What follows belongs to an exercise in optimizing a design on an open flow for small area, a short achievable clock period and few clock cycles per item; a production flow would make more cautious choices.
At most, simulation tests tie the RTL to the original design; equivalence was not proved.
For run 1, only the layout was checked, not whether the RTL still works.
No activity file was given, so power comes from the tool's default toggle rates.

==> flow/design.v <==
module ProcessingElement(
  input         clock,
  input         io_valid,     
  input  [7:0]  io_rewardIn_bits_reward,
  input  [10:0] io_rewardIn_bits_idx,
  output [10:0] io_agentIdx,
  input  [7:0]  io_price,
  output [7:0]  io_ben,
  output [7:0]  io_nben,
  output [7:0]  io_reward,
  output [7:0]  io_id
);
  reg [7:0] s1_reward;
  reg [7:0] s1_idx;
  reg       s1_valid;
  always @(posedge clock) begin
    s1_reward <= io_rewardIn_bits_reward;
    s1_idx    <= io_rewardIn_bits_idx[7:0];
    s1_valid  <= io_valid;
  end
  assign io_agentIdx = {3'd0, io_rewardIn_bits_idx[7:0]};
  Benefit8 sub (.r(s1_reward), .v(s1_valid), .p(io_price), .b(io_ben), .nb(io_nben));
  assign io_reward = s1_reward;
  assign io_id     = s1_idx;
endmodule
module Benefit8(
  input  [7:0] r,
  input        v,
  input  [7:0] p,
  output [7:0] b,
  output [7:0] nb
);
  wire [7:0] nr, g0, t0, h;
  wire [7:0] ng1, nt1, g2, t2, ng3;
  genvar k;
  generate
    for (k = 0; k < 8; k = k + 1) begin : bt
      GInv  inr (.a(r[k]), .y(nr[k]));
      GNor2  ug (.a(nr[k]), .b(p[k]), .y(g0[k]));
      GNand2 ut (.a(nr[k]), .b(p[k]), .y(t0[k]));
      GXnor2 uh (.a(r[k]), .b(p[k]), .y(h[k]));
    end
    GInv l1z (.a(t0[0]), .y(ng1[0]));
    assign nt1[0] = 1'b1;   
    for (k = 1; k < 8; k = k + 1) begin : l1
      if (k == 1) begin : c
        GAoi21 ug (.a1(t0[1]), .a2(t0[0]), .b1(g0[1]), .y(ng1[1]));
      end else begin : n
        GAoi21 ug (.a1(t0[k]), .a2(g0[k-1]), .b1(g0[k]), .y(ng1[k]));
      end
      GNand2 ut (.a(t0[k]), .b(t0[k-1]), .y(nt1[k]));
    end
    for (k = 0; k < 8; k = k + 1) begin : l2
      if (k < 2) begin : c
        GInv ug (.a(ng1[k]), .y(g2[k]));
        assign t2[k] = 1'b0;   
      end else begin : n
        GOai21 ug (.a1(nt1[k]), .a2(ng1[k-2]), .b1(ng1[k]), .y(g2[k]));
        if (k >= 4) begin : t
          GNor2 ut (.a(nt1[k]), .b(nt1[k-2]), .y(t2[k]));
        end else begin : nt
          assign t2[k] = 1'b0;   
        end
      end
    end
    for (k = 0; k < 8; k = k + 1) begin : l3
      if (k < 4) begin : c
        GInv ug (.a(g2[k]), .y(ng3[k]));
      end else begin : n
        GAoi21 ug (.a1(t2[k]), .a2(g2[k-4]), .b1(g2[k]), .y(ng3[k]));
      end
    end
  endgenerate
  wire nv, pos, npos;
  GInv  iv (.a(v), .y(nv));
  GNor2 up (.a(ng3[7]), .b(nv), .y(pos));
  GInv  un (.a(pos), .y(npos));
  wire [7:0] d, nd;
  GInv  d0 (.a(h[0]), .y(d[0]));
  assign nd[0] = h[0];
  generate
    for (k = 1; k < 8; k = k + 1) begin : s
      GXnor2 ux (.a(h[k]), .b(ng3[k-1]), .y(d[k]));
      GXor2  uy (.a(h[k]), .b(ng3[k-1]), .y(nd[k]));
    end
    for (k = 0; k < 8; k = k + 1) begin : m
      GNor2  ub (.a(nd[k]), .b(npos), .y(b[k]));
      GNand2 un (.a(d[k]), .b(pos), .y(nb[k]));
    end
  endgenerate
endmodule
module Ge8G(
  input  [7:0] a,
  input  [7:0] nb,
  output       y
);
  wire [7:0] ng, nt;
  wire [3:0] g1, t1;
  wire nglo, nghi, nthi;
  genvar k;
  generate
    for (k = 0; k < 8; k = k + 1) begin : bt
      if (k > 0) begin : g
        GNand2 ug (.a(a[k]), .b(nb[k]), .y(ng[k]));    
      end else begin : g0
        assign ng[k] = 1'b1;   
      end
      GNor2  ut (.a(a[k]), .b(nb[k]), .y(nt[k]));       
    end
    for (k = 0; k < 4; k = k + 1) begin : l1
      if (k == 0) begin : c
        GOai21 ug (.a1(nt[1]), .a2(nt[0]), .b1(ng[1]), .y(g1[0]));
        assign t1[0] = 1'b0;   
      end else begin : n
        GOai21 ug (.a1(nt[2*k+1]), .a2(ng[2*k]), .b1(ng[2*k+1]), .y(g1[k]));
        GNor2  ut (.a(nt[2*k+1]), .b(nt[2*k]), .y(t1[k]));
      end
    end
  endgenerate
  GAoi21 l2a (.a1(t1[1]), .a2(g1[0]), .b1(g1[1]), .y(nglo));
  GAoi21 l2b (.a1(t1[3]), .a2(g1[2]), .b1(g1[3]), .y(nghi));
  GNand2 l2c (.a(t1[3]), .b(t1[2]), .y(nthi));
  GOai21 l3  (.a1(nthi), .a2(nglo), .b1(nghi), .y(y));
endmodule
module GInv(input a, output y); assign y = ~a; endmodule
module GAnd2(input a, input b, output y); assign y = a & b; endmodule
module GNand2(input a, input b, output y); assign y = ~(a & b); endmodule
module GNor2(input a, input b, output y); assign y = ~(a | b); endmodule
module GNand3(input a, input b, input c, output y); assign y = ~(a & b & c); endmodule
module GNor3(input a, input b, input c, output y); assign y = ~(a | b | c); endmodule
module GNor4(input a, input b, input c, input d, output y); assign y = ~(a | b | c | d); endmodule
module GNand4(input a, input b, input c, input d, output y); assign y = ~(a & b & c & d); endmodule
module GMux2(input a, input b, input s, output y); assign y = s ? b : a; endmodule
module GXor2(input a, input b, output y); assign y = a ^ b; endmodule
module GXnor2(input a, input b, output y); assign y = ~(a ^ b); endmodule
module GAoi21(input a1, input a2, input b1, output y); assign y = ~((a1 & a2) | b1); endmodule
module GOai21(input a1, input a2, input b1, output y); assign y = ~((a1 | a2) & b1); endmodule
module GAoi22(input a1, input a2, input b1, input b2, output y); assign y = ~((a1 & a2) | (b1 & b2)); endmodule
module GOai22(input a1, input a2, input b1, input b2, output y); assign y = ~((a1 | a2) & (b1 | b2)); endmodule
module Win9(input [8:0] nb, output y0, output y1, output y2);
  wire a, b, c;
  GNand3 ua (.a(nb[0]), .b(nb[1]), .c(nb[2]), .y(a));
  GNand3 ub (.a(nb[3]), .b(nb[4]), .c(nb[5]), .y(b));
  GNand3 uc (.a(nb[6]), .b(nb[7]), .c(nb[8]), .y(c));
  GNor3  o0 (.a(a), .b(b), .c(c), .y(y0));
  GNor3  o1 (.a(a), .b(b), .c(c), .y(y1));
  GNor3  o2 (.a(a), .b(b), .c(c), .y(y2));
endmodule
module One9(input [8:0] nb, output y);
  wire [3:0] nn2, o2, no2;
  wire [1:0] one4, none4;
  wire none8n, one8n, nb8n;
  genvar k;
  generate
    for (k = 0; k < 4; k = k + 1) begin : l1
      GNand2 un (.a(nb[2*k]), .b(nb[2*k+1]), .y(nn2[k]));    
      GXnor2 uo (.a(nb[2*k]), .b(nb[2*k+1]), .y(no2[k]));    
    end
    for (k = 0; k < 2; k = k + 1) begin : l2
      GOai22 uo (.a1(no2[2*k]), .a2(nn2[2*k+1]), .b1(nn2[2*k]), .b2(no2[2*k+1]), .y(one4[k]));
      GNor2  un (.a(nn2[2*k]), .b(nn2[2*k+1]), .y(none4[k]));
    end
  endgenerate
  GAoi22 l3o (.a1(one4[0]), .a2(none4[1]), .b1(none4[0]), .b2(one4[1]), .y(one8n));
  GNand2 l3n (.a(none4[0]), .b(none4[1]), .y(none8n));
  GInv   i8  (.a(nb[8]), .y(nb8n));
  GOai22 l4  (.a1(one8n), .a2(nb8n), .b1(none8n), .b2(nb[8]), .y(y));
endmodule
module One8e(input [7:0] nb, input en, output y);
  wire [3:0] nn2, no2;
  wire [1:0] one4, none4;
  wire one8n, nen;
  genvar k;
  generate
    for (k = 0; k < 4; k = k + 1) begin : l1
      GNand2 un (.a(nb[2*k]), .b(nb[2*k+1]), .y(nn2[k]));    
      GXnor2 uo (.a(nb[2*k]), .b(nb[2*k+1]), .y(no2[k]));    
    end
    for (k = 0; k < 2; k = k + 1) begin : l2
      GOai22 uo (.a1(no2[2*k]), .a2(nn2[2*k+1]), .b1(nn2[2*k]), .b2(no2[2*k+1]), .y(one4[k]));
      GNor2  un (.a(nn2[2*k]), .b(nn2[2*k+1]), .y(none4[k]));
    end
  endgenerate
  GAoi22 l3 (.a1(one4[0]), .a2(none4[1]), .b1(none4[0]), .b2(one4[1]), .y(one8n));
  GInv   ie (.a(en), .y(nen));
  GNor2  l4 (.a(one8n), .b(nen), .y(y));
endmodule
module All8e(input [7:0] v, input en, output y0, output y1, output y2);
  wire a, b, c;
  GNand3 ua (.a(v[0]), .b(v[1]), .c(v[2]), .y(a));
  GNand3 ub (.a(v[3]), .b(v[4]), .c(v[5]), .y(b));
  GNand3 uc (.a(v[6]), .b(v[7]), .c(en), .y(c));
  GNor3  o0 (.a(a), .b(b), .c(c), .y(y0));
  GNor3  o1 (.a(a), .b(b), .c(c), .y(y1));
  GNor3  o2 (.a(a), .b(b), .c(c), .y(y2));
endmodule
module Sel10(
  input  [79:0] v,
  input  [9:0]  s,
  output reg [7:0] y
);
  integer i;
  always @* begin
    y = 8'd0;
    for (i = 0; i < 10; i = i + 1)
      y = y | ({8{s[i]}} & v[8*i +: 8]);
  end
endmodule
module BidCalc(
  input  [7:0] best,
  input  [7:0] second,
  input  [7:0] reward,
  output [7:0] bid
);
  wire [7:0] x;
  wire e0, e1, e;
  genvar k;
  generate
    for (k = 0; k < 8; k = k + 1) begin : q
      GXnor2 u (.a(best[k]), .b(second[k]), .y(x[k]));
    end
  endgenerate
  GNand4 q0 (.a(x[0]), .b(x[1]), .c(x[2]), .d(x[3]), .y(e0));
  GNand4 q1 (.a(x[4]), .b(x[5]), .c(x[6]), .d(x[7]), .y(e1));
  GNor2  q2 (.a(e0), .b(e1), .y(e));
  wire z0, z1, nz;
  GNor4  n0 (.a(best[0]), .b(best[1]), .c(best[2]), .d(best[3]), .y(z0));
  GNor4  n1 (.a(best[4]), .b(best[5]), .c(best[6]), .d(best[7]), .y(z1));
  GNand2 n2 (.a(z0), .b(z1), .y(nz));
  wire [7:0] dec = second - 8'd1;
  wire [7:0] sub;
  generate
    for (k = 0; k < 8; k = k + 1) begin : m
      GMux2 u (.a(second[k]), .b(dec[k]), .s(e), .y(sub[k]));
    end
  endgenerate
  wire [7:0] nbid;
  Benefit8 d (.r(reward), .v(nz), .p(sub), .b(bid), .nb(nbid));
endmodule
module SearchTask(
  input         clock,
  input         reset,
  input         io_inValid,
  input         io_inLast,
  output        io_inReady,
  output        io_fire,
  input  [63:0] io_ben,
  input  [63:0] io_nben,
  input  [63:0] io_reward,
  input  [63:0] io_id,
  input         io_resultOut_ready,
  output        io_resultOut_valid,
  output [10:0] io_resultOut_bits_winner,
  output [7:0]  io_resultOut_bits_bid
);
  reg       s_valid;    
  reg       s_last;     
  reg       act;        
  reg       done;       
  reg [7:0] accBest;
  reg [7:0] accSecond;
  reg [7:0] accId;
  reg [7:0] accReward;
  wire busy = (done & ~io_resultOut_ready) | (s_valid & s_last);
  assign io_inReady = ~busy;
  assign io_fire = io_inValid & ~busy;
  wire part = act | ~s_valid;
  wire [8:0] nb [0:7];
  wire [7:0] yA, yS;    
  genvar i, j;
  generate
    for (i = 0; i < 8; i = i + 1) begin : row
      for (j = i + 1; j < 8; j = j + 1) begin : col
        wire y, ny;    
        Ge8G c (.a(io_ben[8*i +: 8]), .nb(io_nben[8*j +: 8]), .y(y));
        GInv inv (.a(y), .y(ny));
        assign nb[j][i]   = ny;
        assign nb[i][j-1] = y;
      end
      Ge8G ca (.a(accBest),   .nb(io_nben[8*i +: 8]), .y(yA[i]));
      Ge8G cs (.a(accSecond), .nb(io_nben[8*i +: 8]), .y(yS[i]));
      GNand2 na (.a(yA[i]), .b(part), .y(nb[i][8]));
      GNand2 ns (.a(yS[i]), .b(part), .y(nb[i][7]));
    end
  endgenerate
  wire [7:0] wB, wI, wR, sL;
  wire       wAB, wAI, wAR, sA, sS, sS1, sS2;
  generate
    for (i = 0; i < 8; i = i + 1) begin : rk
      Win9 w (.nb(nb[i]), .y0(wB[i]), .y1(wI[i]), .y2(wR[i]));
      One9 s (.nb(nb[i]), .y(sL[i]));
    end
  endgenerate
  All8e wa (.v(yA), .en(part), .y0(wAB), .y1(wAI), .y2(wAR));
  One8e sa (.nb(yA), .en(part), .y(sA));
  All8e ss (.v(yS), .en(part), .y0(sS), .y1(sS1), .y2(sS2));
  wire [7:0] nBest, nSecond, nId, nReward;
  Sel10 mb (.v({io_ben, 8'd0, accBest}),        .s({wB, 1'b0, wAB}), .y(nBest));
  Sel10 ms (.v({io_ben, accSecond, accBest}),   .s({sL, sS, sA}),    .y(nSecond));
  Sel10 mi (.v({io_id, 8'd0, accId}),           .s({wI, 1'b0, wAI}), .y(nId));
  Sel10 mr (.v({io_reward, 8'd0, accReward}),   .s({wR, 1'b0, wAR}), .y(nReward));
  always @(posedge clock) begin
    if (reset) begin
      s_valid <= 1'b0;
      act     <= 1'b0;
      done    <= 1'b0;
    end else begin
      s_valid <= io_fire;
      if (s_valid) begin
        act  <= ~s_last;
        done <= s_last;
      end else if (io_resultOut_ready) begin
        done <= 1'b0;
      end
    end
    s_last    <= io_inLast;
    accBest   <= nBest;
    accSecond <= nSecond;
    accId     <= nId;
    accReward <= nReward;
  end
  assign io_resultOut_valid       = done;
  assign io_resultOut_bits_winner = {3'd0, accId};
  BidCalc bc (.best(accBest), .second(accSecond), .reward(accReward), .bid(io_resultOut_bits_bid));
endmodule
module AuctionSearch(
  input         clock,
  input         reset,
  output        io_rewardIn_0_ready,
  input         io_rewardIn_0_valid,
  input  [7:0]  io_rewardIn_0_reward,
  input  [10:0] io_rewardIn_0_idx,
  input         io_rewardIn_0_last,
  output [10:0] io_agentIdx_0,
  input  [7:0]  io_price_0,
  output        io_rewardIn_1_ready,
  input         io_rewardIn_1_valid,
  input  [7:0]  io_rewardIn_1_reward,
  input  [10:0] io_rewardIn_1_idx,
  output [10:0] io_agentIdx_1,
  input  [7:0]  io_price_1,
  output        io_rewardIn_2_ready,
  input         io_rewardIn_2_valid,
  input  [7:0]  io_rewardIn_2_reward,
  input  [10:0] io_rewardIn_2_idx,
  output [10:0] io_agentIdx_2,
  input  [7:0]  io_price_2,
  output        io_rewardIn_3_ready,
  input         io_rewardIn_3_valid,
  input  [7:0]  io_rewardIn_3_reward,
  input  [10:0] io_rewardIn_3_idx,
  output [10:0] io_agentIdx_3,
  input  [7:0]  io_price_3,
  output        io_rewardIn_4_ready,
  input         io_rewardIn_4_valid,
  input  [7:0]  io_rewardIn_4_reward,
  input  [10:0] io_rewardIn_4_idx,
  output [10:0] io_agentIdx_4,
  input  [7:0]  io_price_4,
  output        io_rewardIn_5_ready,
  input         io_rewardIn_5_valid,
  input  [7:0]  io_rewardIn_5_reward,
  input  [10:0] io_rewardIn_5_idx,
  output [10:0] io_agentIdx_5,
  input  [7:0]  io_price_5,
  output        io_rewardIn_6_ready,
  input         io_rewardIn_6_valid,
  input  [7:0]  io_rewardIn_6_reward,
  input  [10:0] io_rewardIn_6_idx,
  output [10:0] io_agentIdx_6,
  input  [7:0]  io_price_6,
  output        io_rewardIn_7_ready,
  input         io_rewardIn_7_valid,
  input  [7:0]  io_rewardIn_7_reward,
  input  [10:0] io_rewardIn_7_idx,
  output [10:0] io_agentIdx_7,
  input  [7:0]  io_price_7,
  input         io_resultOut_ready,
  output        io_resultOut_valid,
  output [10:0] io_resultOut_winner,
  output [7:0]  io_resultOut_bid
);
  wire        ready;
  wire        fire;
  wire [63:0] ben, nben, reward, id;
  assign io_rewardIn_0_ready = ready;
  assign io_rewardIn_1_ready = ready;
  assign io_rewardIn_2_ready = ready;
  assign io_rewardIn_3_ready = ready;
  assign io_rewardIn_4_ready = ready;
  assign io_rewardIn_5_ready = ready;
  assign io_rewardIn_6_ready = ready;
  assign io_rewardIn_7_ready = ready;
  ProcessingElement pes_0 (
    .clock(clock),
    .io_valid(io_rewardIn_0_valid & fire),
    .io_rewardIn_bits_reward(io_rewardIn_0_reward),
    .io_rewardIn_bits_idx(io_rewardIn_0_idx),
    .io_agentIdx(io_agentIdx_0),
    .io_price(io_price_0),
    .io_ben(ben[7:0]),
    .io_nben(nben[7:0]),
    .io_reward(reward[7:0]),
    .io_id(id[7:0])
  );
  ProcessingElement pes_1 (
    .clock(clock),
    .io_valid(io_rewardIn_1_valid & fire),
    .io_rewardIn_bits_reward(io_rewardIn_1_reward),
    .io_rewardIn_bits_idx(io_rewardIn_1_idx),
    .io_agentIdx(io_agentIdx_1),
    .io_price(io_price_1),
    .io_ben(ben[15:8]),
    .io_nben(nben[15:8]),
    .io_reward(reward[15:8]),
    .io_id(id[15:8])
  );
  ProcessingElement pes_2 (
    .clock(clock),
    .io_valid(io_rewardIn_2_valid & fire),
    .io_rewardIn_bits_reward(io_rewardIn_2_reward),
    .io_rewardIn_bits_idx(io_rewardIn_2_idx),
    .io_agentIdx(io_agentIdx_2),
    .io_price(io_price_2),
    .io_ben(ben[23:16]),
    .io_nben(nben[23:16]),
    .io_reward(reward[23:16]),
    .io_id(id[23:16])
  );
  ProcessingElement pes_3 (
    .clock(clock),
    .io_valid(io_rewardIn_3_valid & fire),
    .io_rewardIn_bits_reward(io_rewardIn_3_reward),
    .io_rewardIn_bits_idx(io_rewardIn_3_idx),
    .io_agentIdx(io_agentIdx_3),
    .io_price(io_price_3),
    .io_ben(ben[31:24]),
    .io_nben(nben[31:24]),
    .io_reward(reward[31:24]),
    .io_id(id[31:24])
  );
  ProcessingElement pes_4 (
    .clock(clock),
    .io_valid(io_rewardIn_4_valid & fire),
    .io_rewardIn_bits_reward(io_rewardIn_4_reward),
    .io_rewardIn_bits_idx(io_rewardIn_4_idx),
    .io_agentIdx(io_agentIdx_4),
    .io_price(io_price_4),
    .io_ben(ben[39:32]),
    .io_nben(nben[39:32]),
    .io_reward(reward[39:32]),
    .io_id(id[39:32])
  );
  ProcessingElement pes_5 (
    .clock(clock),
    .io_valid(io_rewardIn_5_valid & fire),
    .io_rewardIn_bits_reward(io_rewardIn_5_reward),
    .io_rewardIn_bits_idx(io_rewardIn_5_idx),
    .io_agentIdx(io_agentIdx_5),
    .io_price(io_price_5),
    .io_ben(ben[47:40]),
    .io_nben(nben[47:40]),
    .io_reward(reward[47:40]),
    .io_id(id[47:40])
  );
  ProcessingElement pes_6 (
    .clock(clock),
    .io_valid(io_rewardIn_6_valid & fire),
    .io_rewardIn_bits_reward(io_rewardIn_6_reward),
    .io_rewardIn_bits_idx(io_rewardIn_6_idx),
    .io_agentIdx(io_agentIdx_6),
    .io_price(io_price_6),
    .io_ben(ben[55:48]),
    .io_nben(nben[55:48]),
    .io_reward(reward[55:48]),
    .io_id(id[55:48])
  );
  ProcessingElement pes_7 (
    .clock(clock),
    .io_valid(io_rewardIn_7_valid & fire),
    .io_rewardIn_bits_reward(io_rewardIn_7_reward),
    .io_rewardIn_bits_idx(io_rewardIn_7_idx),
    .io_agentIdx(io_agentIdx_7),
    .io_price(io_price_7),
    .io_ben(ben[63:56]),
    .io_nben(nben[63:56]),
    .io_reward(reward[63:56]),
    .io_id(id[63:56])
  );
  SearchTask search (
    .clock(clock),
    .reset(reset),
    .io_inValid(io_rewardIn_0_valid),
    .io_inLast(io_rewardIn_0_last),
    .io_inReady(ready),
    .io_fire(fire),
    .io_ben(ben),
    .io_nben(nben),
    .io_reward(reward),
    .io_id(id),
    .io_resultOut_ready(io_resultOut_ready),
    .io_resultOut_valid(io_resultOut_valid),
    .io_resultOut_bits_winner(io_resultOut_winner),
    .io_resultOut_bits_bid(io_resultOut_bid)
  );
endmodule
==> flow/flow/run.sh <==
#!/bin/bash
# The standard layout (standard.sh), with two changes:
# - plain buf_2 buffers on the ports instead of the flow's default choice (a
#   delay cell); every port still gets its own buffer;
# - after synthesis, every combinational cell is set to the smallest drive of
#   its kind (flow/downsize.tcl); the flow's resizing sizes up what timing needs.
# Each tool's full output goes to a log of its own here; ORFS's per-step logs
# are under orfs/logs/.
set -euo pipefail
export BUFFER_PORTS_ARGS="-buffer_cell sky130_fd_sc_hd__buf_2"
bash standard.sh synth > standard_synth.log 2>&1
export SYNTH_ODB=orfs/results/${FLOW_PLATFORM}/AuctionSearch/base/1_synth.odb
openroad -no_init -exit flow/downsize.tcl > downsize.log 2>&1
touch orfs/results/${FLOW_PLATFORM}/AuctionSearch/base/1_synth.sdc
bash standard.sh > standard.log 2>&1
==> flow/flow/downsize.tcl <==
# Set every combinational cell of the synthesized netlist to the smallest
# drive of its kind (same function and footprint); placement's and timing
# repair's resizing then sizes up what the timing needs. Registers, tie cells
# and delay cells are left as synthesis made them.
read_db $::env(SYNTH_ODB)
set db [ord::get_db]
set block [ord::get_db_block]
set swapped 0
set saved 0.0
foreach inst [$block getInsts] {
  set m [$inst getMaster]
  set name [$m getName]
  if {![regexp {^(sky130_fd_sc_hd__([a-z0-9]+))_([0-9]+)$} $name -> base kind n]} { continue }
  if {[regexp {^(df|edf|sdf|dl|conb|tap|fill|decap|clkdly|dlygate|dlymetal|probe|lpflow|ebuf|einv)} $kind]} { continue }
  set best $m
  foreach s {0 1 2} {
    set c [$db findMaster ${base}_$s]
    if {$c ne "NULL" && [$c getWidth] < [$best getWidth]} { set best $c }
  }
  if {$best ne $m} {
    set saved [expr {$saved + ([$m getWidth] - [$best getWidth]) * [$m getHeight] / 1e6}]
    $inst swapMaster $best
    incr swapped
  }
}
puts "downsize: swapped $swapped cells, [format %.1f $saved] um2 less"
write_db $::env(SYNTH_ODB)
==> flow/standard.sh <==
#!/bin/bash
# synth_recipe.tcl (not shown) runs the flow's synth.tcl, then flattens the netlist and writes it again
# the make line also repeats each setting of config.mk as NAME=value (left out here)
make -C /OpenROAD-flow-scripts/flow DESIGN_CONFIG=/design/flow/config.mk WORK_HOME=/design/flow/orfs CLKGATE_MAP_FILE= SYNTH_SCRIPT=/design/flow/synth_recipe.tcl "${@:-finish}"
==> flow/config.mk <==
export PLATFORM = sky130hd
export DESIGN_NAME = AuctionSearch
export DESIGN_NICKNAME = AuctionSearch
export VERILOG_FILES = /design/flow/design.v
export SDC_FILE = /design/flow/constraint.sdc
export NUM_CORES = 4
export LEC_CHECK = 0
export CAP_MARGIN = 20
export CORE_MARGIN = 2
export CORE_UTILIZATION = 40
export GPL_TIMING_DRIVEN = 0
export PLACE_DENSITY = 0.6
export SLEW_MARGIN = 20
export SYNTH_HIERARCHICAL = 1
==> flow/constraint.sdc <==
create_clock -name core_clock -period 4.0 [get_ports {clock}]
set_input_delay 0.8000 -clock core_clock [delete_from_list [all_inputs] [get_ports {clock}]]
set_output_delay 0.8000 -clock core_clock [all_outputs]
set_load 0.01 [all_outputs]
==> results by group, run 1 <==
Run status
  – Status: complete, but fails checks
  – Layout Check Failures: negative setup slack

Power
  – P_leak: just over 10 nW
  – Tot Pwr: about 8.6 mW
  – Pwr per Cell Area: about 390 mW/mm2
  – Peak VDD IR: approximately 0.26 mV

Worst setup path
  – CP delay by family, top: compound AO/OA/AOI/OAI gates
  – CP arrival: 4.43 ns
  – Slowest CP cell: nor3_1
  – Crit path kind: input port to flip-flop
  – Cell mode on critical path: a21oi_1
  – CP bufs+invs: 4
  – Crit Path Max Fanout: 8
  – Req. time, crit path: 4.39 ns
  – Worst Setup End Kind: flip-flop
  – Worst setup SP type: input port
  – Worst-path cell chain: buf_2 -> nand2_1 -> a21oi_1 -> o21ai_1 -> a21oi_1 -> xor2_1 -> nor2_4 -> buf_12 -> nor2_1 -> nor2_1 -> a21oi_1 -> o21ai_4 -> inv_1 -> nand3_1 -> nor3_1 -> buf_2 -> a22oi_1 -> nand4_1
  – CP max stage delay: between 0.5 and 0.6 ns

Layout
  – Layout area overhead: 34.94%
  – Layout cells sized above 1: 0.2154
  – Final Non-Filler Cells: a little under 4,000
  – Filler cells: 4,013
  – Nets@finish: 3,563

Place
  – Placed wire-length estimate: approximately 56,000 um
  – Cell total after placement: 3,697
  – Gpl congestion: between 0.9 and 1
  – # port buffers: slightly below 300

Global route
  – Vias in the first global route: roughly 19,000
  – Total Routing Usage GR: 0.3391
  – First-pass GRT wire length: about 110,000 um
  – Initial antenna violation count: 1
  – Largest net degree at the start of global routing: 24
  – Total congestion overflow: 0

Clock network
  – Inserted Clock Buffers: 17
  – CTS tree: yes
  – CTS root buf: clkbuf_16
  – CTS max path bufs: 2
  – Clock latency on the worst-skew pair: between 0.4 and 0.5 ns
  – Hold-fix buffers at CTS: 0
  – Clk sink count: ~170
  – Clk pin slew, worst setup/hold paths: around 0.080 ns
  – H-tree levels: 4

STA
  – Max Freq: approximately 0.25 GHz
  – Setup TNS: -0.03941 ns
  – Final WS setup: -0.03941 ns
  – Fin. max-slew vios: 0
  – Unrepaired setup endpoints after global routing: true
  – Slew margin rel.: 0.3278
  – Setup violators final: 1
  – Clk_skew: 0.01107 ns
  – Fin crit period: just over 4 ns
  – Slew @ Worst Pin: 1.008 ns
  – Period utilization: 1.010
  – Final Hold Viols: 0

Floorplan
  – Die X-Extent: roughly 200 um
  – Die Area: 0.04233 mm2
  – Rows: 73
  – Initial Util: 0.4079
  – Core area: ~0.04 mm2
  – Ports: approximately 340
  – Die Ht: around 200 um

Routing
  – Metal-1 WL: roughly 32,000 um
  – DR WL met3: ~8500 um
  – First-pass DRT Iterations: 7
  – Routed WL: about 78,000 um
  – Vias: 21,660
  – Top Layer Used: met5
  – Antenna Nets Post-Route: 0
  – Iteration-0 DRC count of the detailed router: 2,822
  – WL per Instance: between 20 and 25 um
  – Drt drc: 0
  – Vias per cell: 5.593
  – Wire length on met2: approximately 34,000 um

Min path
  – Hold crit path type: input port to flip-flop

Yosys
  – Netlist Area Pre-Place: around 0.016 mm2
  – Cells after synthesis: between 2,000 and 3,000
  – Syn Area/Cell: roughly 5.7 um2
  – Yosys warning total: 9

Run
  – Max Cap Viol: 0
-- worst paths after layout --
path	start	endpoint	slack, ns	depth (start not counted)
max	io_price_2[2]	search.accReward[7]	-0.04	18
min	io_rewardIn_3_reward[7]	pes_3.s1_reward[7]	0.43	1
max reg2reg	pes_2.s1_reward[1]	search.accReward[7]	0	19
min reg2reg	pes_0.s1_idx[3]	search.accId[3]	0.45	2
-- what timing repair did --
action	4_1_cts	5_1_grt
setup buffers	90	52
endpoints found under the setup margin	40	40
gates cloned	2	2
resized for setup	174	155
pin swaps	35	44
-- per-layer routing --
layer  track usage  vias up
li1              -    10220
met1        0.4380     9759
met2        0.5333     1401
met3       0.06826      282
met4        0.1737        2
met5             0        -
-- metrics by stage --
stage | util | hold slack [ns] | area [um2] | setup WS [ns]
final | 0.5504 | 0.4334 | 21970 | -0.03941
after global routing | 0.5503 | 0.4300 | 21960 | -0.07763
after floorplan | - | 0.4241 | 16620 | 0.004209
after CTS | 0.5244 | 0.4255 | 20930 | 0.0003892
after global placement | 0.4694 | 0.4277 | 18740 | -1.514
after detailed placement | 0.4697 | 0.4360 | 18750 | -1.517
-- cell usage in the layout (no fill, tap or decap), types with 32 or more instances in the layout --
cell type and instances:
nand4_1 34, buf_2 299, inv_1 192, o21ai_2 32, a22o_1 33, nor2_4 63, nor2_1 623, dfxtp_1 140
xor2_1 66, xnor2_1 174, a21oi_1 171, buf_1 104, a22oi_1 97, o21ai_1 229, nand2_1 567, buf_4 103
conb_1 54
-- flip-flops by register name, summed over array words and instances, names as in the netlist, 8 cells and up --
register and cells:
pes_6.s1_idx 8, pes_4.s1_reward 8, pes_3.s1_reward 8, pes_2.s1_reward 8, pes_7.s1_reward 8, pes_2.s1_idx 8
pes_1.s1_reward 8, pes_1.s1_idx 8, pes_0.s1_idx 8, search.accSecond 8, pes_5.s1_idx 8, pes_0.s1_reward 8
pes_7.s1_idx 8, search.accId 8, search.accReward 8, pes_6.s1_reward 8, pes_5.s1_reward 8, search.accBest 8
pes_4.s1_idx 8, pes_3.s1_idx 8
-- final cells by class --
cell class	instances	area, um2	share of cell area
buffer	135	526.8	0.02398
clock buffer	17	425.4	0.01937
inverter	202	780.7	0.03554
tap	525	656.9	0.02990
antenna	1	2.502	0.0001139
clock inverter	15	193.9	0.008828
sequential	172	3523	0.1604
multi-input combinational	2371	12940	0.5891
timing repair buffer	435	2917	0.1328
-- where the power goes --
part / switching, mW / total [mW] / leakage, nW / internal (mW)
Clock: 0.868 / 1.72 / 0.300 / 0.857
Sequential: 0.394 / 2.31 / 1.46 / 1.92
Combinational: 2.80 / 4.52 / 8.37 / 1.71
Total: 4.07 / 8.56 / 10.1 / 4.49
==> run 2: changes to the inputs <==
--- a/flow/design.v
+++ b/flow/design.v
@@ -73,9 +73,7 @@
   endgenerate
-  wire nv, pos, npos;
+  wire nv, pos;
   GInv  iv (.a(v), .y(nv));
   GNor2 up (.a(ng3[7]), .b(nv), .y(pos));
-  GInv  un (.a(pos), .y(npos));
-  wire [7:0] d, nd;
+  wire [7:0] d;
   GInv  d0 (.a(h[0]), .y(d[0]));
-  assign nd[0] = h[0];
   generate
@@ -83,6 +81,5 @@
       GXnor2 ux (.a(h[k]), .b(ng3[k-1]), .y(d[k]));
-      GXor2  uy (.a(h[k]), .b(ng3[k-1]), .y(nd[k]));
     end
     for (k = 0; k < 8; k = k + 1) begin : m
-      GNor2  ub (.a(nd[k]), .b(npos), .y(b[k]));
+      GAnd2  ub (.a(d[k]), .b(pos), .y(b[k]));
       GNand2 un (.a(d[k]), .b(pos), .y(nb[k]));
--- a/flow/config.mk
+++ b/flow/config.mk
@@ -12,2 +12,3 @@
 export PLACE_DENSITY = 0.6
+export SETUP_SLACK_MARGIN = 0.2
 export SLEW_MARGIN = 20
==> run 2 against run 1 <==
- the run now finishes clean
- first-iteration DRC count decreased by 6.8%
- power increased by 6.0%
- sequential share of layout area is 0.48 points lower
- critical path type is now flip-flop to flip-flop
==> results by group, run 2 <==
Layout
  – Final Non-Filler Cells: approximately 3,800
  – Layout cells sized above 1: 0.3091
  – Most common cell after layout, fill and taps aside: nor2_1
  – Final Cell Area: ~0.023 mm2
  – Filler cells: 3,793
  – Most frequent cells in the layout: 545 x nor2_1, 533 x nand2_1, 294 x buf_2
  – Layout area overhead: 44.16%
  – Nets@finish: around 3,500

Clock network
  – CTS root buf: clkbuf_16
  – Hold-fix buffers at CTS: 0
  – Clock latency on the worst-skew pair: 0.46 ns
  – Clk sink count: 172
  – Clk pin slew, worst setup/hold paths: roughly 0.080 ns
  – CTS max path bufs: 2
  – Inserted Clock Buffers: 17
  – CTS tree: yes
  – H-tree levels: 4

Worst setup path
  – R2r worst-path depth: 20
  – CP arrival: approximately 4.1 ns
  – Crit Path Max Fanout: 8
  – RR Startpoint: pes_0.s1_reward[0]
  – Crit path kind: flip-flop to flip-flop
  – Worst Setup End Kind: flip-flop
  – Flop2flop setup slack: roughly 0.19 ns
  – Req. time, crit path: roughly 4.3 ns
  – Worst reg2reg endpoint: search.accSecond[4]
  – Worst setup SP type: flip-flop

Power
  – Int Pwr: ~4.9 mW
  – Tot Pwr: 9.066 mW
  – P_leak: between 10 and 15 nW
  – Clock power share: 0.192
  – Sequential Power Share: 0.234
  – Switching power total: approximately 4.2 mW
  – Pwr per Cell Area: roughly 390 mW/mm2
  – Comb power frac: 0.574
  – Peak VDD IR: 0.3072 mV
  – Switching Fraction: 0.4635

Routing
  – Iteration-0 DRC count of the detailed router: ~2,600
  – Vias: about 22,000
  – Antenna Nets Post-Route: 0
  – Vias per cell: around 5.7
  – WL per Instance: between 20 and 25 um
  – Routed WL: between 70,000 and 80,000 um
  – Drt drc: 0
  – First-pass DRT Iterations: 12

Place
  – Placed inst area: 0.01827 mm2
  – Placed wire-length estimate: ~54,000 um
  – Cell total after placement: approximately 3,600
  – Gpl congestion: around 0.95
  – # port buffers: 292

Run
  – Max Cap Viol: 0

STA
  – Fin crit period: ~3.8 ns
  – Setup violators final: 0
  – Fin. max-slew vios: 0
  – Final Hold Viols: 0
  – Slew margin rel.: 0.2910
  – Unrepaired setup endpoints after global routing: true
  – Max Freq: roughly 0.26 GHz
  – Clk_skew: about 0.015 ns
  – Slew @ Worst Pin: around 1.1 ns
  – Period utilization: 0.9515
  – Setup TNS: 0 ns

Min path
  – Hold-critical path endpoint: pes_0.s1_reward[6]
  – HP Start: io_rewardIn_0_reward[6]
  – Hold path depth: 1
  – Hold crit path type: input port to flip-flop

Floorplan
  – Die X-Extent: around 200 um
  – Initial Util: 0.4030
  – Rows: 73
  – Core area: ~0.040 mm2
  – Ports: about 340
  – Die Area: around 0.041 mm2
  – Die Ht: around 200 um

Global route
  – Total Routing Usage GR: 0.3414
  – Largest net degree at the start of global routing: 20
  – Initial antenna violation count: 1
  – First-pass GRT wire length: ~110,000 um
  – Vias in the first global route: around 19,000
  – Total congestion overflow: 0

Run status
  – Status: timing/DRC/antenna clean

Yosys
  – Cells after synthesis: 2,770
  – Yosys warning total: 9
  – Syn Area/Cell: approximately 5.8 um2
  – Netlist Area Pre-Place: approximately 0.016 mm2
==> run 2: critical path: stages (launching register included) <==
cell     delay [ns]
dfxtp_1        0.44
inv_1          0.06
nand2_1        0.11
inv_1          0.07
o21ai_1        0.24
a21oi_2        0.12
xnor2_2        0.17
and2_4         0.24
buf_4          0.20
nor2_1         0.07
nor2_1         0.20
nand2_1        0.13
o21ai_4        0.26
inv_1          0.13
xnor2_1        0.16
o22ai_1        0.09
a22oi_1        0.20
o22ai_1        0.11
buf_2          0.22
a22oi_1        0.30
nand4_1        0.15
==> run 2: final cells by class <==
| cell class | instances | area (um2) | share of cell area |
|---|---|---|---|
| inverters | 194 | 728.2 | 0.03169 |
| flip-flops and latches | 172 | 3575 | 0.1556 |
| well taps | 525 | 656.9 | 0.02859 |
| plain buffers | 138 | 564.3 | 0.02456 |
| clock buffers | 17 | 425.4 | 0.01851 |
| clock inverters | 15 | 196.4 | 0.008549 |
| diodes | 1 | 2.502 | 0.0001089 |
| repair buffers | 459 | 2942 | 0.1280 |
| multi-input cells | 2324 | 13890 | 0.6044 |
==> run 2: per-layer routing <==
metal  GRT usage  wire length, um  up-vias
li1            -                -    10130
met1      0.4353            31360     9926
met2      0.5305            33940     1403
met3     0.07127             8382      320
met4      0.2018             5604        0
met5           0                0        -
==> run 2: timing repair <==
| item | CTS | global route |
|---|---|---|
| endpoints found under the hold margin | 0 | 0 |
| cloned | 6 | 7 |
| pin swaps | 32 | 144 |
| setup endpoints to repair | 40 | 40 |
| buffers inserted | 52 | 114 |
| gates resized for setup | 268 | 486 |
==> run 2: through the flow <==
step | util | hold slack (ns) | worst slack [ns]
floorplan | - | 0.4241 | 0.2111
global placement | 0.4616 | 0.4301 | -1.253
detailed placement | 0.4620 | 0.4391 | -1.390
CTS | 0.5110 | 0.4317 | 0.1970
global route | 0.5809 | 0.4278 | 0.09692
finish | 0.5810 | 0.4355 | 0.1941
==> run 2: how the worst max path moves through the flow <==
stage / from / cells past startpoint / slack, ns / endpoint
global placement: io_price_5[1] / 17 / -1.25 / search.accReward[2]
finish: pes_0.s1_reward[0] / 20 / 0.19 / search.accSecond[4]
global route: pes_4.s1_reward[4] / 20 / 0.1 / search.accSecond[0]
floorplan: io_price_0[1] / 19 / 0.21 / search.accSecond[6]
CTS: io_price_4[1] / 20 / 0.20 / search.accSecond[6]
detailed placement: io_price_5[1] / 17 / -1.39 / search.accReward[5]
==> run 2: power groups by stage <==
stage               combinational, mW  clock [mW]  sequential (mW)
floorplan                        2.44           0             2.18
global placement                 3.32           0             2.35
detailed placement               3.41           0             2.36
CTS                              3.98        1.75             2.25
global route                     5.48        1.82             2.14
finish                           5.20        1.74             2.13
Testbench counts of run 2, summed over its fixed seeds: cycles 31,933, rounds 5,813.
==> run 3: changes to the inputs <==
--- a/flow/config.mk
+++ b/flow/config.mk
@@ -10,5 +10,4 @@
 export CORE_UTILIZATION = 40
-export GPL_TIMING_DRIVEN = 0
 export PLACE_DENSITY = 0.6
-export SETUP_SLACK_MARGIN = 0.2
+export SETUP_SLACK_MARGIN = 0.1
 export SLEW_MARGIN = 20
==> run 3 against run 2 <==
- power decreased by 3.8%
- count of clock-buffer cells in the layout grew 1
- final area increased by 3.8%
- via count down 0.86%
- fmax is 1.6% lower
- largest cell class unchanged
==> results by group, run 3 <==
Layout
  – Final core utilization: 0.6029
  – Most frequent cells in the layout: 582 x nand2_1, 570 x nor2_1, 449 x buf_4
  – Antenna cells: 0
  – Filler cells: slightly below 4,000
  – Most common cell after layout, fill and taps aside: nand2_1
  – Layout area overhead: 49.59%
  – Sequential cell area: 0.003472 mm2
  – Multi-input gate area: approximately 0.013 mm2
  – Layout cells sized above 1: 0.3149
  – Nets@finish: around 3,700
  – Final Cell Area: ~0.024 mm2

STA
  – Max Freq: between 0.2 and 0.3 GHz
  – Unrepaired setup endpoints after global routing: true
  – Final Hold Viols: 0
  – Fin crit period: between 3 and 4 ns
  – Slew margin rel.: 0.2628
  – Setup TNS: 0 ns
  – Setup violators final: 0
  – Period utilization: 0.9667
  – Slew @ Worst Pin: 1.106 ns
  – Fin. max-slew vios: 0
  – Final WS setup: roughly 0.13 ns
  – Clk_skew: between 0.02 and 0.025 ns

Clock network
  – CTS root buf: clkbuf_16
  – CTS tree: yes
  – H-tree levels: 4
  – Clk pin slew, worst setup/hold paths: 0.08 ns
  – Clock latency on the worst-skew pair: 0.46 ns
  – CTS max path bufs: 2
  – Clk sink count: 172
  – Inserted Clock Buffers: 17

Floorplan
  – Die Ht: slightly above 200 um
  – Initial Util: 0.4030
  – Die X-Extent: slightly above 200 um
  – Rows: 73
  – Core area: approximately 0.04 mm2
  – Ports: between 300 and 400
  – Die Area: roughly 0.041 mm2

Yosys
  – Syn Area/Cell: approximately 5.8 um2
  – Netlist Area Pre-Place: about 0.016 mm2
  – Cells after synthesis: between 2,000 and 3,000
  – Yosys warning total: 9

Worst setup path
  – CP max stage delay: approximately 0.27 ns
  – Cell mode on critical path: buf_4
  – Slowest CP cell: a22o_1
  – RR Startpoint: pes_3.s1_reward[2]
  – Worst setup SP type: input port
  – CP bufs+invs: 7
  – CP delay by family, top: compound AO/OA/AOI/OAI gates
  – Worst Setup End Kind: flip-flop
  – Worst setup startpoint: io_price_3[2]
  – Crit path kind: input port to flip-flop
  – Worst-path cell chain: buf_2 -> nor2_2 -> a21oi_2 -> buf_4 -> o21ai_1 -> a21oi_1 -> xnor2_1 -> nand2_1 -> buf_6 -> buf_4 -> nor2_1 -> nor2_1 -> a21oi_1 -> o21ai_2 -> buf_4 -> inv_4 -> xnor2_1 -> o22ai_1 -> a22oi_1 -> o22ai_1 -> buf_4 -> a22o_1 -> a221oi_4 -> nand4_1
  – Crit Path Max Fanout: 8
  – Req. time, crit path: approximately 4.3 ns
  – CP arrival: 4.16 ns

Power
  – P_leak: between 10 and 15 nW
  – Pwr per Cell Area: around 370 mW/mm2
  – Peak VDD IR: between 0.3 and 0.4 mV

Run status
  – Status: timing/DRC/antenna clean

Global route
  – Vias in the first global route: 19,530
  – Total Routing Usage GR: 0.3410
  – Total congestion overflow: 0
  – Initial antenna violation count: 0
  – First-pass GRT wire length: 108,800 um
  – Largest net degree at the start of global routing: 23

Place
  – Place WS: -0.6129 ns
  – Gpl congestion: 1.007
  – Placed wire-length estimate: 60,050 um
  – # port buffers: 292
  – Placed inst area: approximately 0.022 mm2

Routing
  – Iteration-0 DRC count of the detailed router: 2,303
  – Routed WL: 74,680 um
  – Drt drc: 0
  – Antenna Nets Post-Route: 0
  – First-pass DRT Iterations: 6
  – Vias per cell: 5.349
  – Vias: between 20,000 and 25,000
  – WL per Instance: ~18 um

Run
  – Max Cap Viol: 0

Min path
  – Hold crit path type: input port to flip-flop
  – HP Start: io_rewardIn_3_reward[0]
-- run 3: power by group --
| part | internal (mW) | leakage [nW] | switching, mW |
|---|---|---|---|
| sequential | 1.90 | 1.45 | 0.145 |
| clock | 0.847 | 0.285 | 0.803 |
| combinational | 2.16 | 9.70 | 2.87 |
| total | 4.90 | 11.4 | 3.82 |
-- run 3: path summary, 6_finish.rpt --
check | to | slack [ns] | depth (start not counted)
worst max register to register | search.accSecond[2] | 0.17 | 24
worst min register to register | search.accId[3] | 0.46 | 2
worst min-delay path | pes_3.s1_reward[0] | 0.44 | 1
worst max-delay path | search.accSecond[2] | 0.13 | 24
-- run 3: metal layers --
metal,track usage,wire length (um),vias to the layer above
met4,0.1770,3694,0
met1,0.4538,31640,9849
met5,0,0,-
li1,-,-,10510
met2,0.5296,32570,1051
met3,0.05513,6782,189
-- run 3: worst register-to-register path: stages (launching register included) --
cell      delay (ns)
dfxtp_1         0.38
inv_1           0.10
nor2_2          0.15
a21oi_2         0.10
buf_4           0.14
o21ai_1         0.12
a21oi_1         0.06
xnor2_1         0.26
nand2_1         0.12
buf_6           0.16
buf_4           0.16
nor2_1          0.13
nor2_1          0.08
a21oi_1         0.16
o21ai_2         0.09
buf_4           0.17
inv_4           0.06
xnor2_1         0.11
o22ai_1         0.10
a22oi_1         0.17
o22ai_1         0.10
buf_4           0.17
a22o_1          0.27
a221oi_4        0.18
nand4_1         0.15
-- run 3: area by class of cell --
cell class | instances | area share
Clock buffer | 18 | 0.01842
Inverter | 194 | 0.03075
Multi-Input combinational cell | 2311 | 0.5244
Timing Repair Buffer | 803 | 0.2470
Clock inverter | 14 | 0.006245
Tap cell | 525 | 0.02755
Sequential cell | 172 | 0.1456
-- run 3: through the flow --
stage / power (mW) / hold WS, ns / instances
2_1_floorplan: 4.618 / 0.4241 / 2815
6_report: 8.720 / 0.4379 / 4037
4_1_cts: 8.224 / 0.4205 / 4020
3_5_place_dp: 6.539 / 0.4405 / 3988
5_1_grt: 9.192 / 0.4207 / 4037
3_3_place_gp: 6.426 / 0.4300 / 3988
-- run 3: timing repair --
item,4_1_cts,5_1_grt
cloned,0,2
hold buffers,0,0
setup endpoints to repair,27,40
gates resized for setup,29,297
pin swaps,1,64
buffers inserted,0,15
==> run 4: changes to the inputs <==
--- a/flow/config.mk
+++ b/flow/config.mk
@@ -10,2 +10,3 @@
 export CORE_UTILIZATION = 40
+export GPL_TIMING_DRIVEN = 0
 export PLACE_DENSITY = 0.6
==> run 4 against run 3 <==
- non-clock buffer count fell by 244
- clock skew fell by 0.0085 ns
- critical endpoint is now io_resultOut_bid[0]
- first-iteration DRC count rose by 13%
- worst setup slack got worse by 0.024 ns
- still clean
- hold slack got worse by 0.0040 ns
- utilization fell by 5.4 points
- highest routed layer unchanged
- count of clock-buffer cells in the layout fell by 1
==> results by group, run 4 <==
Place
  – Gpl congestion: 0.9606
  – Placed wire-length estimate: 54,180 um
  – Placed inst area: about 0.018 mm2
  – # port buffers: 292

Yosys
  – Syn Area/Cell: roughly 5.8 um2
  – Yosys warning total: 9
  – Netlist Area Pre-Place: 0.01594 mm2
  – Cells after synthesis: approximately 2,800

Layout
  – Nets@finish: between 3,000 and 4,000
  – Sequential cell area: around 0.0035 mm2
  – Most frequent cells in the layout: 593 x nor2_1, 557 x nand2_1, 298 x buf_2
  – Filler cells: 3,988
  – Most common cell after layout, fill and taps aside: nor2_1
  – Antenna cells: 0
  – Multi-input gate area: 0.01289 mm2
  – Final core utilization: 0.5485
  – Final Cell Area: between 0.02 and 0.025 mm2
  – Layout cells sized above 1: 0.2450
  – Layout area overhead: 36.10%

Clock network
  – Clk sink count: approximately 170
  – CTS max path bufs: 2
  – Clock latency on the worst-skew pair: around 0.46 ns
  – Hold-fix buffers at CTS: 0
  – Inserted Clock Buffers: 17
  – H-tree levels: 4
  – CTS tree: yes
  – Clk pin slew, worst setup/hold paths: 0.08 ns
  – CTS root buf: clkbuf_16

STA
  – Fin. max-slew vios: 0
  – Fin crit period: about 3.9 ns
  – Hold_ws: between 0.4 and 0.5 ns
  – Slew margin rel.: 0.3555
  – Unrepaired setup endpoints after global routing: true
  – Period utilization: 0.9726
  – Clk_skew: around 0.012 ns
  – Slew @ Worst Pin: 0.9667 ns
  – Setup violators final: 0
  – Max Freq: approximately 0.26 GHz
  – Final Hold Viols: 0

Routing
  – Routed WL: approximately 76,000 um
  – Iteration-0 DRC count of the detailed router: roughly 2,600
  – Antenna Nets Post-Route: 0
  – Vias per cell: approximately 5.6
  – WL per Instance: around 20 um
  – Vias: between 20,000 and 25,000
  – Drt drc: 0
  – First-pass DRT Iterations: 17

Worst setup path
  – Worst-path cell chain: or4_4 -> nor2_1 -> xor2_1 -> mux2_4 -> nand2_1 -> a21oi_2 -> o21ai_1 -> a21oi_1 -> nor2_2 -> buf_4 -> and2_1 -> buf_2
  – Crit Path Max Fanout: 12
  – CP arrival: between 3 and 4 ns
  – Worst Setup End Kind: primary output
  – Worst setup SP type: flip-flop
  – Crit path kind: flip-flop to primary output
  – CP bufs+invs: 2
  – Req. time, crit path: 3.20 ns
  – CP delay by family, top: simple AND/OR/NAND/NOR gates
  – CP max stage delay: about 0.57 ns
  – Slowest CP cell: or4_4

Power
  – P_leak: 10.04 nW
  – Peak VDD IR: approximately 0.28 mV
  – Pwr per Cell Area: 400.9 mW/mm2

Global route
  – Total congestion overflow: 0
  – First-pass GRT wire length: 107,100 um
  – Total Routing Usage GR: 0.3416
  – Largest net degree at the start of global routing: 20
  – Initial antenna violation count: 0
  – Vias in the first global route: roughly 19,000

Min path
  – Hold crit path type: input port to flip-flop

Floorplan
  – Die Ht: about 200 um
  – Core area: slightly below 0.04 mm2
  – Initial Util: 0.4030
  – Die Area: 0.04146 mm2
  – Die X-Extent: 203.6 um
  – Ports: between 300 and 400
  – Rows: 73

Run
  – Max Cap Viol: 0

Run status
  – Status: timing/DRC/antenna clean
run 4: layer usage:
metal	track usage	share of wire	up-vias
met1	0.4486	0.41	9622
met4	0.1840	0.059	0
li1	-	-	10040
met3	0.05209	0.099	235
met2	0.5375	0.43	1268
met5	0	0	-
run 4: what timing repair did:
item / CTS / global route
pin swaps: 23 / 60
resized for setup: 222 / 264
setup buffers: 54 / 74
endpoints found under the setup margin: 40 / 40
cloned: 4 / 2
run 4: area by class of cell:
cell class	instances	share of cell area
multi-input combinational	2317	0.5942
sequential	172	0.1635
timing repair buffer	421	0.1234
inverter	194	0.03357
tap	525	0.03028
buffer	138	0.02567
clock buffer	17	0.01961
clock inverter	15	0.009863
run 4: worst paths after layout:
check                           from                   to  slack, ns  depth (start not counted)
max              search.accSecond[1]  io_resultOut_bid[0]       0.11                         12
min          io_rewardIn_3_reward[0]   pes_3.s1_reward[0]       0.43                          1
max reg2reg       pes_0.s1_reward[4]  search.accReward[7]       0.17                         18
min reg2reg          pes_0.s1_idx[0]      search.accId[0]       0.45                          2
run 4: metrics by stage:
step	setup WS, ns	total power, mW	TNS, ns	cells
global placement	-1.258	5.672	-34.48	3632
CTS	0.1097	8.030	0	3723
detailed placement	-1.361	5.766	-38.37	3633
finish	0.1096	8.697	0	3799
global route	0.007456	9.083	0	3799
floorplan	0.1030	4.618	0	2815
run 4: power by group:
| group | internal (mW) | total [mW] | switching, mW |
|---|---|---|---|
| Sequential | 1.92 | 2.13 | 0.215 |
| Clock | 0.972 | 1.82 | 0.848 |
| Combinational | 1.83 | 4.74 | 2.91 |
| Total | 4.72 | 8.70 | 3.98 |
==> run 5: changes to the inputs <==
--- a/flow/config.mk
+++ b/flow/config.mk
@@ -11,3 +11,3 @@
 export GPL_TIMING_DRIVEN = 0
-export PLACE_DENSITY = 0.6
+export PLACE_DENSITY = 0.5
 export SETUP_SLACK_MARGIN = 0.1
==> run 5 against run 4 <==
- worst setup slack better by 0.058 ns
- via count is 0.57% higher
- routed wire length is 4.9% higher
- die area stayed put
- critical path type is now input port to flip-flop
- largest cell class unchanged
- highest routed layer unchanged
==> results by group, run 5 <==
Power
  – Peak VDD IR: about 0.30 mV
  – Clock power share: 0.196
  – Comb power frac: 0.554
  – P_leak: 10.18 nW
  – Sequential Power Share: 0.250
  – Int Pwr: 4.742 mW
  – Switching power total: between 4 and 5 mW
  – Pwr per Cell Area: 396.7 mW/mm2
  – Switching Fraction: 0.4579
  – Tot Pwr: slightly below 9 mW

Global route
  – GR Util met1: 0.4689
  – Largest net degree at the start of global routing: 20
  – Grt met3 use: 0.04858
  – Met2 Track Usage GR: 0.5647
  – First-pass GRT wire length: 110,800 um
  – Total congestion overflow: 0
  – Vias in the first global route: approximately 18,000
  – Initial antenna violation count: 2
  – Top Usage Layer GRT: met2
  – Total Routing Usage GR: 0.3570

Routing
  – First-pass DRT Iterations: 8
  – Routed WL: about 80,000 um
  – Antenna Nets Post-Route: 0
  – WL per Instance: 20.78 um
  – Iteration-0 DRC count of the detailed router: approximately 2,700
  – Vias: 21,290
  – Vias per cell: around 5.5
  – Drt drc: 0

STA
  – Hold_ws: 0.4255 ns
  – Slew @ Worst Pin: just under 1 ns
  – Clk_skew: roughly 0.026 ns
  – Fin. max-slew vios: 0
  – Final Hold Viols: 0
  – Fin crit period: 3.833 ns
  – Max Freq: 0.2609 GHz
  – Final WS setup: about 0.17 ns
  – Slew margin rel.: 0.3562
  – Unrepaired setup endpoints after global routing: false
  – Period utilization: 0.9582
  – Setup violators final: 0

Yosys
  – Cells after synthesis: about 2,800
  – Yosys warning total: 9
  – Syn Area/Cell: ~5.8 um2
  – Netlist Area Pre-Place: ~0.016 mm2

Place
  – Placed wire-length estimate: 56,450 um
  – Place WS: -1.605 ns
  – Gpl congestion: about 0.97
  – Placed inst area: ~0.018 mm2
  – # port buffers: just under 300

Run status
  – Status: timing/DRC/antenna clean

Worst setup path
  – CP arrival: roughly 4.2 ns
  – Req. time, crit path: between 4 and 5 ns
  – R2r worst-path depth: 21
  – Worst Setup EP: search.accSecond[7]
  – Worst reg2reg endpoint: search.accSecond[7]
  – Worst Setup End Kind: flip-flop
  – RR Startpoint: pes_2.s1_reward[1]
  – Worst setup startpoint: io_price_2[0]
  – Flop2flop setup slack: about 0.2 ns
  – Worst setup SP type: input port
  – Crit Path Max Fanout: 8
  – Crit path kind: input port to flip-flop

Clock network
  – H-tree levels: 4
  – Inserted Clock Buffers: 17
  – Clk pin slew, worst setup/hold paths: approximately 0.080 ns
  – CTS root buf: clkbuf_16
  – Clock latency on the worst-skew pair: about 0.47 ns
  – CTS max path bufs: 2
  – CTS tree: yes
  – Clk sink count: roughly 170
  – Hold-fix buffers at CTS: 0

Floorplan
  – Initial Util: 0.4030
  – Die Area: 0.04146 mm2
  – Ports: ~340
  – Die X-Extent: about 200 um
  – Core area: a little under 0.04 mm2
  – Rows: 73
  – Die Ht: around 200 um

Layout
  – Layout area overhead: 38.35%
  – Layout cells sized above 1: 0.2680
  – Nets@finish: 3,529
  – Most common cell after layout, fill and taps aside: nor2_1
  – Most frequent cells in the layout: 573 x nor2_1, 561 x nand2_1, 300 x buf_2
  – Final Cell Area: approximately 0.022 mm2

Min path
  – Hold crit path type: input port to flip-flop
  – Hold path depth: 1

Run
  – Max Cap Viol: 0
run 5: cell count changes in the layout (fill, tap and decap cells not counted), moves of 4 or more:
cell and delta:
o21ai_2 +8, a21oi_1 -23, nor2_2 +22, nand2_1 +4, xnor2_2 +4, xnor2_1 -4
buf_4 +34, a21oi_2 +24, o21ai_1 -5, mux2_1 -5, nor2_1 -20, mux2_2 +4
run 5: metrics by stage:
step	instances	setup TNS, ns	utilization
floorplan	2815	0	-
global placement	3632	-42.76	0.4611
detailed placement	3632	-46.28	0.4612
CTS	3734	0	0.5130
global route	3839	0	0.5576
finish	3839	0	0.5576
run 5: what timing repair did:
| action | in CTS | in global routing |
|---|---|---|
| gates resized for setup | 240 | 284 |
| endpoints found under the setup margin | 40 | 40 |
| cloned | 4 | 9 |
| setup buffers | 66 | 96 |
| pin swaps | 28 | 75 |
run 5: area by class of cell:
cell class                      instances  area, um2
Fill cell                            4022      17500
Buffer                                137      546.8
Timing Repair Buffer                  454       2893
Antenna cell                            1      2.502
Inverter                              194      728.2
Clock inverter                         15      175.2
Sequential cell                       172       3540
Multi-Input combinational cell       2324      13090
Clock buffer                           17      425.4
Tap cell                              525      656.9
run 5: layer usage:
layer  wire [um]  share of wire
met2       35310           0.44
met1       32310           0.41
met5           0              0
met4        4568          0.057
met3        7579          0.095
run 5: critical path, cell delays in order:
cell,delay [ns]
buf_2,0.13
nand2_1,0.10
a21oi_2,0.18
o21ai_2,0.10
a21oi_4,0.26
nor2_4,0.09
buf_4,0.14
nand2_1,0.24
nor2_1,0.11
nor2_1,0.11
nand2_1,0.07
o21ai_2,0.28
nand2_1,0.17
xnor2_1,0.22
o22ai_1,0.10
a22oi_1,0.14
o22ai_1,0.10
buf_2,0.22
a22o_1,0.23
a221oi_1,0.24
nand4_1,0.12
run 5: how the worst min path moves through the flow:
stage | startpoint | to | slack, ns
finish | io_rewardIn_1_reward[4] | pes_1.s1_reward[4] | 0.43
global placement | pes_0.s1_idx[5] | search.accId[5] | 0.43
floorplan | pes_0.s1_idx[0] | search.accId[0] | 0.42
detailed placement | pes_0.s1_idx[5] | search.accId[5] | 0.44
CTS | io_rewardIn_1_reward[1] | pes_1.s1_reward[1] | 0.42
global route | io_rewardIn_1_reward[4] | pes_1.s1_reward[4] | 0.42
run 5: power groups by stage:
stage / Combinational, mW / Clock (mW) / Sequential (mW)
floorplan: 2.44 / 0 / 2.18
global placement: 3.37 / 0 / 2.37
detailed placement: 3.43 / 0 / 2.38
CTS: 3.99 / 1.73 / 2.27
global route: 5.16 / 1.80 / 2.20
finish: 4.85 / 1.71 / 2.19
==> run 6: changes to the inputs <==
--- a/flow/config.mk
+++ b/flow/config.mk
@@ -7,3 +7,3 @@
 export LEC_CHECK = 0
-export CAP_MARGIN = 20
+export CAP_MARGIN = 5
 export CORE_MARGIN = 2
@@ -11,5 +11,5 @@
 export GPL_TIMING_DRIVEN = 0
-export PLACE_DENSITY = 0.5
+export PLACE_DENSITY = 0.6
 export SETUP_SLACK_MARGIN = 0.1
-export SLEW_MARGIN = 20
+export SLEW_MARGIN = 5
 export SYNTH_HIERARCHICAL = 1
==> run 6 against run 5 <==
- synthesized cell count did not move
- global-route usage fell by 1.5 points
- largest power group unchanged
- register-to-register slack got worse by 0.03 ns
- synthesized area did not move
- worst setup slack got worse by 0.058 ns
- still clean
- first-iteration DRC count fell by 4.4%
- power fell by 0.59%
- sequential power fell by 3%
- non-clock buffer count fell by 32
- utilization fell by 0.91 points
- hold slack improved by 0.0084 ns
- largest cell class unchanged
- final cell count fell by 1.0%
==> results by group, run 6 <==
Run status
  – Status: timing/DRC/antenna clean

STA
  – Hold_ws: between 0.4 and 0.5 ns
  – Slew @ Worst Pin: around 0.97 ns
  – Fin crit period: a little under 4 ns
  – Period utilization: 0.9726
  – Final WS setup: 0.1096 ns
  – Slew margin rel.: 0.3555
  – Setup TNS: 0 ns
  – Fin. max-slew vios: 0
  – Max Freq: ~0.26 GHz
  – Unrepaired setup endpoints after global routing: true
  – Clk_skew: ~0.012 ns
  – Final Hold Viols: 0
  – Setup violators final: 0

Yosys
  – Cells after synthesis: 2,770
  – Netlist Area Pre-Place: approximately 0.016 mm2
  – Yosys warning total: 9
  – Syn Area/Cell: about 5.8 um2

Floorplan
  – Die Area: roughly 0.041 mm2
  – Die Ht: slightly above 200 um
  – Rows: 73
  – Initial Util: 0.4030
  – Die X-Extent: ~200 um
  – Ports: between 300 and 400
  – Core area: just under 0.04 mm2

Layout
  – Most frequent cells in the layout: 593 x nor2_1, 557 x nand2_1, 298 x buf_2
  – Layout area overhead: 36.10%
  – Antenna cells: 0
  – Layout cells sized above 1: 0.2450
  – Most common cell after layout, fill and taps aside: nor2_1
  – Nets@finish: roughly 3,500
  – Filler cells: 3,988

Clock network
  – Hold-fix buffers at CTS: 0
  – Inserted Clock Buffers: 17
  – CTS tree: yes
  – CTS root buf: clkbuf_16
  – H-tree levels: 4
  – Clk sink count: between 150 and 200
  – CTS max path bufs: 2
  – Clk pin slew, worst setup/hold paths: roughly 0.080 ns
  – Clock latency on the worst-skew pair: approximately 0.46 ns

Routing
  – First-pass DRT Iterations: 17
  – Routed WL: between 70,000 and 80,000 um
  – Vias per cell: 5.571
  – Iteration-0 DRC count of the detailed router: between 2,000 and 3,000
  – Antenna Nets Post-Route: 0
  – Drt drc: 0
  – WL per Instance: 20.01 um
  – Vias: between 20,000 and 25,000

Worst setup path
  – Crit path kind: flip-flop to primary output
  – Crit Path Max Fanout: 12
  – CP arrival: 3.09 ns
  – Req. time, crit path: between 3 and 4 ns
  – Worst setup SP type: flip-flop
  – Worst Setup End Kind: primary output

Power
  – Peak VDD IR: between 0.2 and 0.3 mV
  – Pwr per Cell Area: between 400 and 500 mW/mm2
  – P_leak: ~10 nW

Global route
  – First-pass GRT wire length: around 110,000 um
  – Vias in the first global route: about 19,000
  – Total Routing Usage GR: 0.3416
  – Initial antenna violation count: 0
  – Largest net degree at the start of global routing: 20
  – Total congestion overflow: 0

Place
  – # port buffers: 292
  – Gpl congestion: ~0.96
  – Placed wire-length estimate: between 50,000 and 60,000 um
  – Place WS: -1.361 ns

Run
  – Max Cap Viol: 0

Min path
  – Hold crit path type: input port to flip-flop
==> run 6: power by group <==
group          switching, mW  internal (mW)  total (mW)
clock                  0.848          0.972        1.82
sequential             0.215           1.92        2.13
combinational           2.91           1.83        4.74
total                   3.98           4.72        8.70
==> run 6: cell type report <==
class	count	area, um2	area share
Buffer	138	556.8	0.02567
Clock buffer	17	425.4	0.01961
Clock inverter	15	214.0	0.009863
Inverter	194	728.2	0.03357
Multi-Input combinational cell	2317	12890	0.5942
Sequential cell	172	3546	0.1635
Tap cell	525	656.9	0.03028
Timing Repair Buffer	421	2676	0.1234
==> run 6: worst paths after layout <==
kind	from	to	slack, ns	cells after the start
worst max-delay path	search.accSecond[1]	io_resultOut_bid[0]	0.11	12
worst min-delay path	io_rewardIn_3_reward[0]	pes_3.s1_reward[0]	0.43	1
worst max register to register	pes_0.s1_reward[4]	search.accReward[7]	0.17	18
worst min register to register	pes_0.s1_idx[0]	search.accId[0]	0.45	2
==> run 6: worst max-delay path, cell delays in order, from the launching register on <==
cell,delay (ns)
dfxtp_4,0.42
or4_4,0.57
nor2_1,0.17
xor2_1,0.20
mux2_4,0.22
nand2_1,0.12
a21oi_2,0.22
o21ai_1,0.09
a21oi_1,0.16
nor2_2,0.04
buf_4,0.15
and2_1,0.14
buf_2,0.14
==> run 6: per-stage QoR <==
stage	power [mW]	cell area [um2]	utilization	cells
2_1_floorplan	4.618	16120	-	2815
3_3_place_gp	5.672	18240	0.4611	3632
3_5_place_dp	5.766	18250	0.4615	3633
4_1_cts	8.030	20060	0.5073	3723
5_1_grt	9.083	21690	0.5485	3799
6_report	8.697	21690	0.5485	3799
==> run 6: repair_timing <==
item,CTS,global route
endpoints found under the setup margin,40,40
buffers inserted,54,74
pin swaps,23,60
cloned,4,2
resized for setup,222,264
==> run 6: routing by layer <==
metal	GRT usage	share of wire
met1	0.4486	0.41
met2	0.5375	0.43
met3	0.05209	0.099
met4	0.1840	0.059
met5	0	0

==> port drivers added, routing unchanged <==
No port has a modelled driver above. Below, the same layouts with a new extraction and two added sets of constraints.
Step 1: set_driving_cell puts a clkbuf_16 on clock and a buf_2 on each other input, an assumption about the parent block.
Step 2 adds t to the input delays and takes it off the output delays; t is the mean of the earliest and latest rising clock arrival at the registers after step 1. Input paths then give back, and output paths get back, about the clock's delay inside the block.
a / b / c = ideal / step 1 / step 2; a / b = the first two.
run	t (ns)	setup slack, ns	worst setup path at the end	latest minus earliest clock arrival (ns)	slew at the worst register clock pin (ns)
run 1	0.496	-0.039 / -0.021 / -0.518	input to register	0.011 / 0.011	0.08 / 0.08
run 2	0.499	0.194 / 0.194 / -0.275	input to register	0.015 / 0.015	0.08 / 0.08
run 3	0.506	0.133 / 0.162 / -0.345	input to register	0.021 / 0.021	0.08 / 0.08
run 4	0.510	0.110 / 0.054 / -0.320	input to register	0.013 / 0.013	0.08 / 0.08
run 5	0.506	0.167 / 0.193 / -0.313	input to register	0.026 / 0.026	0.08 / 0.08
run 6	0.510	0.110 / 0.054 / -0.320	input to register	0.013 / 0.013	0.08 / 0.08
Met with ideal ports but missed after step 2: setup timing in 5 of these runs. For run 5, which loses most, drivers alone change the setup slack by +0.026 ns; drivers and shift together by -0.480 ns.
